Background: an optimization exercise with open tools, aiming at small area, a short achievable clock period and few clock cycles per item. Do not read the settings as production practice.
At most, simulation tests tie the RTL to the original design; equivalence was not proved.

lane 1:
==> flow/design.v <==
module e203_muldiv (
  input         clk,
  input         rst_n,
  input         i_valid,
  output        i_ready,
  input  [2:0]  i_op,
  input  [31:0] i_rs1,
  input  [31:0] i_rs2,
  output        o_valid,
  input         o_ready,
  output [31:0] o_wdat
);
  function [5:0] bitlen;
    input [31:0] v;
    integer i;
    begin
      bitlen = 0;
      for (i = 0; i < 32; i = i + 1)
        if (v[i]) bitlen = i + 1;
    end
  endfunction
  function [2:0] bsel;
    input [2:0] b;
    begin
      bsel[2] = b[0] ^ b[1];
      bsel[1] = (b[2] & ~b[1] & ~b[0]) | (~b[2] & b[1] & b[0]);
      bsel[0] = b[2];
    end
  endfunction
  reg busy, done;
  wire start = i_valid & ~busy;
  assign o_valid = done;
  assign i_ready = done & o_ready;
  wire fin = done & o_ready;
  reg        isdiv, rop, qneg, anr, bz, dsub;
  reg [3:0]  osl, osh;     
  reg        dnorm, dfix;     
  reg [5:0]  cnt;
  reg [34:0] mc;           
  reg [33:0] pl;
  reg [33:0] acc;          
  reg [2:0]  s0, s1;       
  reg        p0, p1;       
  wire op_div = i_op[2];
  wire [32:0] xin = {(i_op[1:0] != 2'd3) & i_rs1[31], i_rs1};
  wire [32:0] yin = {(i_op[1] == 1'b0) & i_rs2[31], i_rs2};
  function [1:0] wcls;
    input [32:0] v;
    begin
      if (v[32:8] == {25{v[32]}}) wcls = 2'd0;
      else if (v[32:12] == {21{v[32]}}) wcls = 2'd1;
      else if (v[32:16] == {17{v[32]}}) wcls = 2'd2;
      else wcls = 2'd3;
    end
  endfunction
  wire [1:0] cx = wcls(xin);
  wire [1:0] cy = wcls(yin);
  wire swap = cx < cy;
  wire [1:0] cm = swap ? cx : cy;
  wire [32:0] mpl = swap ? xin : yin;
  wire [32:0] mcd = swap ? yin : xin;
  wire [33:0] t0 = {34{mpl[0]}} & {mcd[32], mcd};
  wire a_neg = ~i_op[0] & i_rs1[31];
  wire b_neg = ~i_op[0] & i_rs2[31];
  wire [31:0] ax = i_rs1 ^ {32{a_neg}};
  wire [31:0] bx = i_rs2 ^ {32{b_neg}};
  wire [5:0] ma_c = bitlen(ax);
  wire [5:0] mb_c = bitlen(bx);
  wire bzero = (i_rs2 == 32'd0);
  function [31:0] pfor;
    input [31:0] v;
    integer i;
    begin
      pfor[31] = v[31];
      for (i = 30; i >= 0; i = i - 1) pfor[i] = pfor[i + 1] | v[i];
    end
  endfunction
  wire [31:0] ta0 = pfor(ax), tb0 = pfor(bx);
  wire [32:0] ta = a_neg ? {ta0, 1'b1} : {1'b0, ta0};
  wire [32:0] tb = {1'b0, tb0};
  wire dskip = bzero | (|(tb & ~ta));
  wire [5:0] qs = pl[5:0] + {5'd0, anr} - pl[11:6];
  function [37:0] pp;
    input [2:0] s;
    input [34:0] x;
    reg [37:0] xe;
    begin
      xe = {{3{x[34]}}, x};
      pp = (({38{s[2]}} & xe) | ({38{s[1]}} & {xe[36:0], 1'b0})) ^ {38{s[0]}};
    end
  endfunction
  wire [37:0] ra = {{4{acc[33]}}, acc};
  wire [37:0] rb = pp(s0, mc);
  wire [37:0] rc = {pp(s1, mc), {2{s1[0]}}};    
  wire [37:0] sx = ra ^ rb ^ rc;
  wire [37:0] cx1 = {(ra[36:0] & rb[36:0]) | (ra[36:0] & rc[36:0]) | (rb[36:0] & rc[36:0]), p0};
  wire [37:0] sum = sx + cx1 + {37'd0, p1};
  wire acc_ok = (sum[37] == anr);       
  always @(posedge clk or negedge rst_n) begin
    if (!rst_n) begin
      busy <= 1'b0;
      done <= 1'b0;
    end else if (fin) begin
      busy <= 1'b0;
      done <= 1'b0;
    end else if (start) begin
      busy <= 1'b1;
      done <= op_div & dskip;
    end else if (busy & ~done) begin
      done <= isdiv ? (dfix ? 1'b1 : dnorm ? 1'b0 : (cnt == 6'd1) & ~(rop ? anr : qneg))
                    : (cnt == 6'd1);
    end
  end
  wire [4:0] mnext = pl[8:4];
  always @(posedge clk) begin
    if (start) begin
      isdiv <= op_div;
      rop <= i_op[1];
      bz <= bzero;
      qneg <= (a_neg ^ b_neg) & ~dskip;
      osl <= (i_op[1:0] == 2'd0) ? (4'b0001 << cm) : 4'b0000;
      osh <= (i_op[1:0] != 2'd0) ? (4'b0001 << cm) : 4'b0000;
      anr <= a_neg;
      dsub <= ~(a_neg ^ b_neg);
      if (op_div) begin
        dnorm <= ~dskip;
        dfix <= 1'b0;
        acc <= {{2{a_neg}}, i_rs1};
        mc <= {{3{b_neg}}, i_rs2};
        pl <= {22'd0, {mb_c, ma_c} & {12{~dskip}}};    
        s0 <= {2'b00, a_neg};
        s1 <= 3'b000;
        p0 <= 1'b0;
        p1 <= 1'b0;
      end else begin
        dnorm <= 1'b0;
        dfix <= 1'b0;
        cnt <= (cm == 2'd0) ? 6'd2 : (cm == 2'd1) ? 6'd3 : (cm == 2'd2) ? 6'd4 : 6'd8;
        acc <= {t0[33], t0[33:1]};
        mc <= {{2{mcd[32]}}, mcd};
        pl <= {t0[0], mpl[32:1], 1'b0};
        s0 <= bsel({mpl[2:1], 1'b0});
        s1 <= bsel(mpl[4:2]);
        p0 <= mpl[2];
        p1 <= mpl[4];
      end
    end else if (busy & ~done) begin
      if (isdiv) begin
        if (dnorm) begin
          dnorm <= 1'b0;
          cnt <= qs + 6'd1;
          mc <= mc << qs;
          pl <= 34'd0;
          acc <= sum[33:0];
          s0 <= {2'b10, dsub};
          p0 <= dsub;
          p1 <= 1'b0;
        end else if (dfix) begin
          acc <= sum[33:0];
        end else begin
          cnt <= cnt - 6'd1;
          mc <= {mc[34], mc[34:1]};
          if (cnt == 6'd1 & ~rop & qneg) acc <= 34'd0;
          else if (acc_ok) acc <= sum[33:0];
          pl <= {pl[32:0], acc_ok};
          if (cnt == 6'd1) begin
            dfix <= rop ? anr : qneg;
            mc <= {2'b00, pl[31:0], acc_ok};
            s0 <= rop ? 3'b000 : 3'b101;
            p0 <= ~rop;
            p1 <= rop;
          end
        end
      end else begin
        cnt <= cnt - 6'd1;
        acc <= sum[37:4];
        pl <= {sum[3:0], pl[33:4]};
        s0 <= bsel(mnext[2:0]);
        s1 <= bsel(mnext[4:2]);
        p0 <= mnext[2];
        p1 <= mnext[4];
      end
    end
  end
  wire [63:0] p0w = {{21{acc[33]}}, acc, pl[33:25]};
  wire [63:0] p1w = {{17{acc[33]}}, acc, pl[33:21]};
  wire [63:0] p2w = {{13{acc[33]}}, acc, pl[33:17]};
  wire [63:0] p3w = {acc[30:0], pl[33:1]};
  wire [31:0] mres = ({32{osl[0]}} & p0w[31:0]) | ({32{osl[1]}} & p1w[31:0])
                   | ({32{osl[2]}} & p2w[31:0]) | ({32{osl[3]}} & p3w[31:0])
                   | ({32{osh[0]}} & p0w[63:32]) | ({32{osh[1]}} & p1w[63:32])
                   | ({32{osh[2]}} & p2w[63:32]) | ({32{osh[3]}} & p3w[63:32]);
  wire [31:0] dres = (rop | qneg) ? acc[31:0] : (bz ? 32'hFFFFFFFF : pl[31:0]);
  assign o_wdat = isdiv ? dres : mres;
endmodule
Settings: LEC_CHECK=0, ABC_AREA=1, CAP_MARGIN=5, CORE_MARGIN=2, CORE_UTILIZATION=45, CTS_BUF_LIST=sky130_fd_sc_hd__clkbuf_8 sky130_fd_sc_hd__clkbuf_16, SLEW_MARGIN=5; clock period 11.0 ns.
standard.sh (not shown) runs the stock make flow with config.mk's settings and CLKGATE_MAP_FILE= SYNTH_SCRIPT=/design/flow/synth_recipe.tcl, a recipe that flattens the netlist after the stock synthesis.
==> flow/flow/run.sh <==
#!/bin/bash
# The standard layout (the standard.sh, unchanged synthesis) with three
# changes to how it is made:
#  - ports are buffered with a plain buffer (not a delay cell),
#  - the resizer may change a cell's drive strength even when that changes
#    the cell's width (MATCH_CELL_FOOTPRINT 0),
#  - timing repair aims for more setup slack than the design's clock needs.
set -euo pipefail
MARGIN=$(cat flow/margin.txt)
bash standard.sh SETUP_SLACK_MARGIN=$MARGIN MATCH_CELL_FOOTPRINT=0 \
  "BUFFER_PORTS_ARGS=-buffer_cell sky130_fd_sc_hd__buf_2" finish > run_make.log 2>&1
==> flow/flow/margin.txt <==
6.0
Testbench counts of lane 1, summed over its fixed seeds: cycles 160,453, ops 24,000.
--- input diff lane 1..lane 2 ---
-- flow/design.v --
<<< lane 1, line 33
  assign i_ready = done & o_ready;
  wire fin = done & o_ready;
  reg        isdiv, rop, qneg, anr, bz, dsub;
  reg [3:0]  osl, osh;     
  reg        dnorm, dfix;     
  reg [5:0]  cnt;
>>> lane 2, line 33
  assign i_ready = done & o_ready;
  wire fin = done & o_ready;
  reg        isdiv, rop, qneg, anr, dsub;
  reg [3:0]  osl, osh;     
  reg        sda, sdq, sd1;   
  reg        dnorm, dfix;     
  reg [5:0]  cnt;
<<< lane 1, line 45
  wire [32:0] xin = {(i_op[1:0] != 2'd3) & i_rs1[31], i_rs1};
  wire [32:0] yin = {(i_op[1] == 1'b0) & i_rs2[31], i_rs2};
  function [1:0] wcls;
    input [32:0] v;
    begin
      if (v[32:8] == {25{v[32]}}) wcls = 2'd0;
      else if (v[32:12] == {21{v[32]}}) wcls = 2'd1;
      else if (v[32:16] == {17{v[32]}}) wcls = 2'd2;
      else wcls = 2'd3;
    end
  endfunction
  wire [1:0] cx = wcls(xin);
  wire [1:0] cy = wcls(yin);
  wire swap = cx < cy;
  wire [1:0] cm = swap ? cx : cy;
  wire [32:0] mpl = swap ? xin : yin;
  wire [32:0] mcd = swap ? yin : xin;
  wire [33:0] t0 = {34{mpl[0]}} & {mcd[32], mcd};
  wire a_neg = ~i_op[0] & i_rs1[31];
  wire b_neg = ~i_op[0] & i_rs2[31];
>>> lane 2, line 46
  wire [32:0] xin = {(i_op[1:0] != 2'd3) & i_rs1[31], i_rs1};
  wire [32:0] yin = {(i_op[1] == 1'b0) & i_rs2[31], i_rs2};
  wire xsg = (i_op[1:0] != 2'd3), ysg = (i_op[1] == 1'b0);
  function [2:0] fits;
    input [31:0] v;
    input sg;
    begin
      fits[0] = sg ? (v[31:8] == {24{v[31]}}) : (v[31:8] == 24'd0);
      fits[1] = sg ? (v[31:12] == {20{v[31]}}) : (v[31:12] == 20'd0);
      fits[2] = sg ? (v[31:16] == {16{v[31]}}) : (v[31:16] == 16'd0);
    end
  endfunction
  wire [2:0] fxs = fits(i_rs1, 1'b1), fxu = fits(i_rs1, 1'b0);
  wire [2:0] fys = fits(i_rs2, 1'b1), fyu = fits(i_rs2, 1'b0);
  wire [2:0] fxv = xsg ? fxs : fxu, fyv = ysg ? fys : fyu;
  wire fx0 = fxv[0], fx1 = fxv[1], fx2 = fxv[2];
  wire fy0 = fyv[0], fy1 = fyv[1], fy2 = fyv[2];
  wire swap = (fx0 & ~fy0) | (fx1 & ~fy1) | (fx2 & ~fy2);
  wire f0 = fx0 | fy0, f1 = fx1 | fy1, f2 = fx2 | fy2;
  wire [3:0] ohm = {~f2, f2 & ~f1, f1 & ~f0, f0};
  wire [32:0] mpl = swap ? xin : yin;
  wire [32:0] mcd = swap ? yin : xin;
  wire [33:0] tx = {34{xin[0]}} & {yin[32], yin};
  wire [33:0] ty = {34{yin[0]}} & {xin[32], xin};
  wire [33:0] t0 = swap ? tx : ty;
  wire [7:0] bx0 = {bsel({xin[2:1], 1'b0}), bsel(xin[4:2]), xin[2], xin[4]};
  wire [7:0] by0 = {bsel({yin[2:1], 1'b0}), bsel(yin[4:2]), yin[2], yin[4]};
  wire [7:0] bs0 = swap ? bx0 : by0;
  wire a_neg = ~i_op[0] & i_rs1[31];
  wire b_neg = ~i_op[0] & i_rs2[31];
<<< lane 1, line 117
      isdiv <= op_div;
      rop <= i_op[1];
      bz <= bzero;
      qneg <= (a_neg ^ b_neg) & ~dskip;
      osl <= (i_op[1:0] == 2'd0) ? (4'b0001 << cm) : 4'b0000;
      osh <= (i_op[1:0] != 2'd0) ? (4'b0001 << cm) : 4'b0000;
      anr <= a_neg;
      dsub <= ~(a_neg ^ b_neg);
>>> lane 2, line 128
      isdiv <= op_div;
      rop <= i_op[1];
      qneg <= (a_neg ^ b_neg) & ~dskip;
      osl <= (i_op == 3'd0) ? ohm : 4'b0000;
      osh <= (~i_op[2] & (i_op[1:0] != 2'd0)) ? ohm : 4'b0000;
      sda <= op_div & (i_op[1] | ((a_neg ^ b_neg) & ~dskip));
      sdq <= op_div & ~i_op[1] & ~bzero & ~((a_neg ^ b_neg) & ~dskip);
      sd1 <= op_div & ~i_op[1] & bzero;
      anr <= a_neg;
      dsub <= ~(a_neg ^ b_neg);
<<< lane 1, line 136
        dnorm <= 1'b0;
        dfix <= 1'b0;
        cnt <= (cm == 2'd0) ? 6'd2 : (cm == 2'd1) ? 6'd3 : (cm == 2'd2) ? 6'd4 : 6'd8;
        acc <= {t0[33], t0[33:1]};
        mc <= {{2{mcd[32]}}, mcd};
        pl <= {t0[0], mpl[32:1], 1'b0};
        s0 <= bsel({mpl[2:1], 1'b0});
        s1 <= bsel(mpl[4:2]);
        p0 <= mpl[2];
        p1 <= mpl[4];
      end
    end else if (busy & ~done) begin
>>> lane 2, line 149
        dnorm <= 1'b0;
        dfix <= 1'b0;
        cnt <= {2'b00, ohm[3], ohm[2], ohm[1] | ohm[0], ohm[1]};    
        acc <= {t0[33], t0[33:1]};
        mc <= {{2{mcd[32]}}, mcd};
        pl <= {t0[0], mpl[32:1], 1'b0};
        {s0, s1, p0, p1} <= bs0;
      end
    end else if (busy & ~done) begin
<<< lane 1, line 191
                   | ({32{osh[0]}} & p0w[63:32]) | ({32{osh[1]}} & p1w[63:32])
                   | ({32{osh[2]}} & p2w[63:32]) | ({32{osh[3]}} & p3w[63:32]);
  wire [31:0] dres = (rop | qneg) ? acc[31:0] : (bz ? 32'hFFFFFFFF : pl[31:0]);
  assign o_wdat = isdiv ? dres : mres;
endmodule
>>> lane 2, line 201
                   | ({32{osh[0]}} & p0w[63:32]) | ({32{osh[1]}} & p1w[63:32])
                   | ({32{osh[2]}} & p2w[63:32]) | ({32{osh[3]}} & p3w[63:32]);
  assign o_wdat = mres | ({32{sda}} & acc[31:0]) | ({32{sdq}} & pl[31:0]) | {32{sd1}};
endmodule
Notes after the runs:
- Lane 2 has completed all stages; timing, DRC and antenna checks passed.
- Summary of lane 2 over lane 1: first-pass GRT wire length increased 4.4%, minimum clock period climbed 0.087 ns, wire length increased by about 3.6% relative to the old numbers, gate count after technology mapping moved down.
- Initial core utilization | lane 2 above lane 1
- First-iteration DRC count: lane 2 and lane 1 compared, lower one is lane 1
- In the tables for lane 2 and lane 1, met1 track demand over resource reads higher with lane 2.
- Via count of lane 2 is on par with lane 1.
- Against lane 1, post-layout worst setup margin in lane 2 came out worse.
- Any difference in share of flip-flops with an asynchronous set or reset after synthesis between lane 1 and lane 2 is small enough to ignore.
- Die area | lane 2 < lane 1
The RTL of lane 2 was laid out without a check of its function.

RTL: the design.v shown in full above, as it stands there.
==> flow/config.mk <==
export PLATFORM = sky130hd
export DESIGN_NAME = e203_muldiv
export DESIGN_NICKNAME = e203_muldiv
export VERILOG_FILES = /design/flow/design.v
export SDC_FILE = /design/flow/constraint.sdc
export NUM_CORES = 8
export LEC_CHECK = 0
export CAP_MARGIN = 20
export CORE_MARGIN = 2
export CORE_UTILIZATION = 55
export CTS_BUF_LIST = sky130_fd_sc_hd__clkbuf_8 sky130_fd_sc_hd__clkbuf_16
export SLEW_MARGIN = 20
==> flow/constraint.sdc <==
create_clock -name core_clock -period 11.0 [get_ports {clk}]
set_input_delay 2.2000 -clock core_clock [delete_from_list [all_inputs] [get_ports {clk}]]
set_output_delay 2.2000 -clock core_clock [all_outputs]
set_load 0.01 [all_outputs]
Scripts as last shown in full above: flow/flow/run.sh, flow/flow/margin.txt
Testbench counts at the start, summed over its fixed seeds: cycles 160,453, ops 24,000.
Next try:
--- a/flow/design.v
+++ b/flow/design.v
@@ -37,7 +37,9 @@
   reg        dnorm, dfix;     
   reg [5:0]  cnt;
+  reg [5:0]  ma, mb;
   reg [34:0] mc;           
-  reg [33:0] pl;
+  reg [33:0] mp;           
   reg [33:0] acc;          
+  reg [35:0] lo;           
   reg [2:0]  s0, s1;       
   reg        p0, p1;       
@@ -80,5 +82,5 @@
   wire [32:0] tb = {1'b0, tb0};
   wire dskip = bzero | (|(tb & ~ta));
-  wire [5:0] qs = pl[5:0] + {5'd0, anr} - pl[11:6];
+  wire [5:0] qs = ma + {5'd0, anr} - mb;
   function [37:0] pp;
     input [2:0] s;
@@ -112,5 +114,5 @@
     end
   end
-  wire [4:0] mnext = pl[8:4];
+  wire [4:0] mnext = mp[8:4];
   always @(posedge clk) begin
     if (start) begin
@@ -123,4 +125,6 @@
       anr <= a_neg;
       dsub <= ~(a_neg ^ b_neg);
+      ma <= ma_c;
+      mb <= mb_c;
       if (op_div) begin
         dnorm <= ~dskip;
@@ -128,5 +132,5 @@
         acc <= {{2{a_neg}}, i_rs1};
         mc <= {{3{b_neg}}, i_rs2};
-        pl <= {22'd0, {mb_c, ma_c} & {12{~dskip}}};    
+        mp <= 34'd0;
         s0 <= {2'b00, a_neg};
         s1 <= 3'b000;
@@ -138,6 +142,7 @@
         cnt <= (cm == 2'd0) ? 6'd2 : (cm == 2'd1) ? 6'd3 : (cm == 2'd2) ? 6'd4 : 6'd8;
         acc <= {t0[33], t0[33:1]};
+        lo <= {t0[0], lo[35:1]};
         mc <= {{2{mcd[32]}}, mcd};
-        pl <= {t0[0], mpl[32:1], 1'b0};
+        mp <= {mpl[32], mpl[32:1], 1'b0};
         s0 <= bsel({mpl[2:1], 1'b0});
         s1 <= bsel(mpl[4:2]);
@@ -151,5 +156,4 @@
           cnt <= qs + 6'd1;
           mc <= mc << qs;
-          pl <= 34'd0;
           acc <= sum[33:0];
           s0 <= {2'b10, dsub};
@@ -163,8 +167,8 @@
           if (cnt == 6'd1 & ~rop & qneg) acc <= 34'd0;
           else if (acc_ok) acc <= sum[33:0];
-          pl <= {pl[32:0], acc_ok};
+          mp <= {mp[32:0], acc_ok};
           if (cnt == 6'd1) begin
             dfix <= rop ? anr : qneg;
-            mc <= {2'b00, pl[31:0], acc_ok};
+            mc <= {mp[33], mp[32:0], acc_ok};
             s0 <= rop ? 3'b000 : 3'b101;
             p0 <= ~rop;
@@ -175,5 +179,6 @@
         cnt <= cnt - 6'd1;
         acc <= sum[37:4];
-        pl <= {sum[3:0], pl[33:4]};
+        mp <= {{4{mp[33]}}, mp[33:4]};
+        lo <= {sum[3:0], lo[35:4]};
         s0 <= bsel(mnext[2:0]);
         s1 <= bsel(mnext[4:2]);
@@ -183,13 +188,13 @@
     end
   end
-  wire [63:0] p0w = {{21{acc[33]}}, acc, pl[33:25]};
-  wire [63:0] p1w = {{17{acc[33]}}, acc, pl[33:21]};
-  wire [63:0] p2w = {{13{acc[33]}}, acc, pl[33:17]};
-  wire [63:0] p3w = {acc[30:0], pl[33:1]};
+  wire [63:0] p0w = {{21{acc[33]}}, acc, lo[35:27]};
+  wire [63:0] p1w = {{17{acc[33]}}, acc, lo[35:23]};
+  wire [63:0] p2w = {{13{acc[33]}}, acc, lo[35:19]};
+  wire [63:0] p3w = {acc[30:0], lo[35:3]};
   wire [31:0] mres = ({32{osl[0]}} & p0w[31:0]) | ({32{osl[1]}} & p1w[31:0])
                    | ({32{osl[2]}} & p2w[31:0]) | ({32{osl[3]}} & p3w[31:0])
                    | ({32{osh[0]}} & p0w[63:32]) | ({32{osh[1]}} & p1w[63:32])
                    | ({32{osh[2]}} & p2w[63:32]) | ({32{osh[3]}} & p3w[63:32]);
-  wire [31:0] dres = (rop | qneg) ? acc[31:0] : (bz ? 32'hFFFFFFFF : pl[31:0]);
+  wire [31:0] dres = (rop | qneg) ? acc[31:0] : (bz ? 32'hFFFFFFFF : mp[31:0]);
   assign o_wdat = isdiv ? dres : mres;
 endmodule
The changed run finished with timing, DRC and antenna clean.
Count of clock-buffer cells in the layout falls by 4.
Sequential share of layout area rises by 5.5 points.
Flip-flop and latch count rises by 45.
Wire length falls by 5.7%.
Via count falls by 3.0%.
Setup slack improves by 0.097 ns.
Critical path depth is unchanged.
Cell area rises by 3.3%.
Final cell count is about the same.
Die area rises by 4.4%.
Testbench counts after the change, summed over its fixed seeds: cycles 160,453, ops 24,000.

port drivers added, routing unchanged:
Ports are ideal in the flow. The routed layouts listed here were re-timed in OpenROAD.
Step 1: set_driving_cell puts a clkbuf_16 on clk and a buf_2 on each other input, an assumption about the parent block.
Step 2, shift: input delay + t, output delay - t, t = (earliest + latest rising clock arrival at the registers) / 2. This alone moves slack from input paths to output paths.
a / b / c = no drivers / after step 1 / after step 2; a / b = the first two.
run	t, ns	setup WS [ns]	worst hold slack (ns)	clock arrival spread, ns	pins driven straight from the clock port
lane 1	0.504	5.966 / 5.947 / 5.489	0.542 / 0.542 / 0.542	0.013 / 0.013	1
lane 2	0.504	5.878 / 5.878 / 5.484	0.532 / 0.532 / 0.532	0.007 / 0.007	1
the first run of note 2	0.487	5.945 / 5.938 / 5.451	0.609 / 0.609 / 0.609	0.015 / 0.015	1
the second run of note 2	0.515	6.042 / 6.042 / 5.565	0.568 / 0.568 / 0.568	0.025 / 0.024	1
After both steps setup and hold are still met in every run listed. The setup slack of the first run of note 2, which loses most, moves by -0.007 ns with the drivers and by -0.494 ns with both steps.
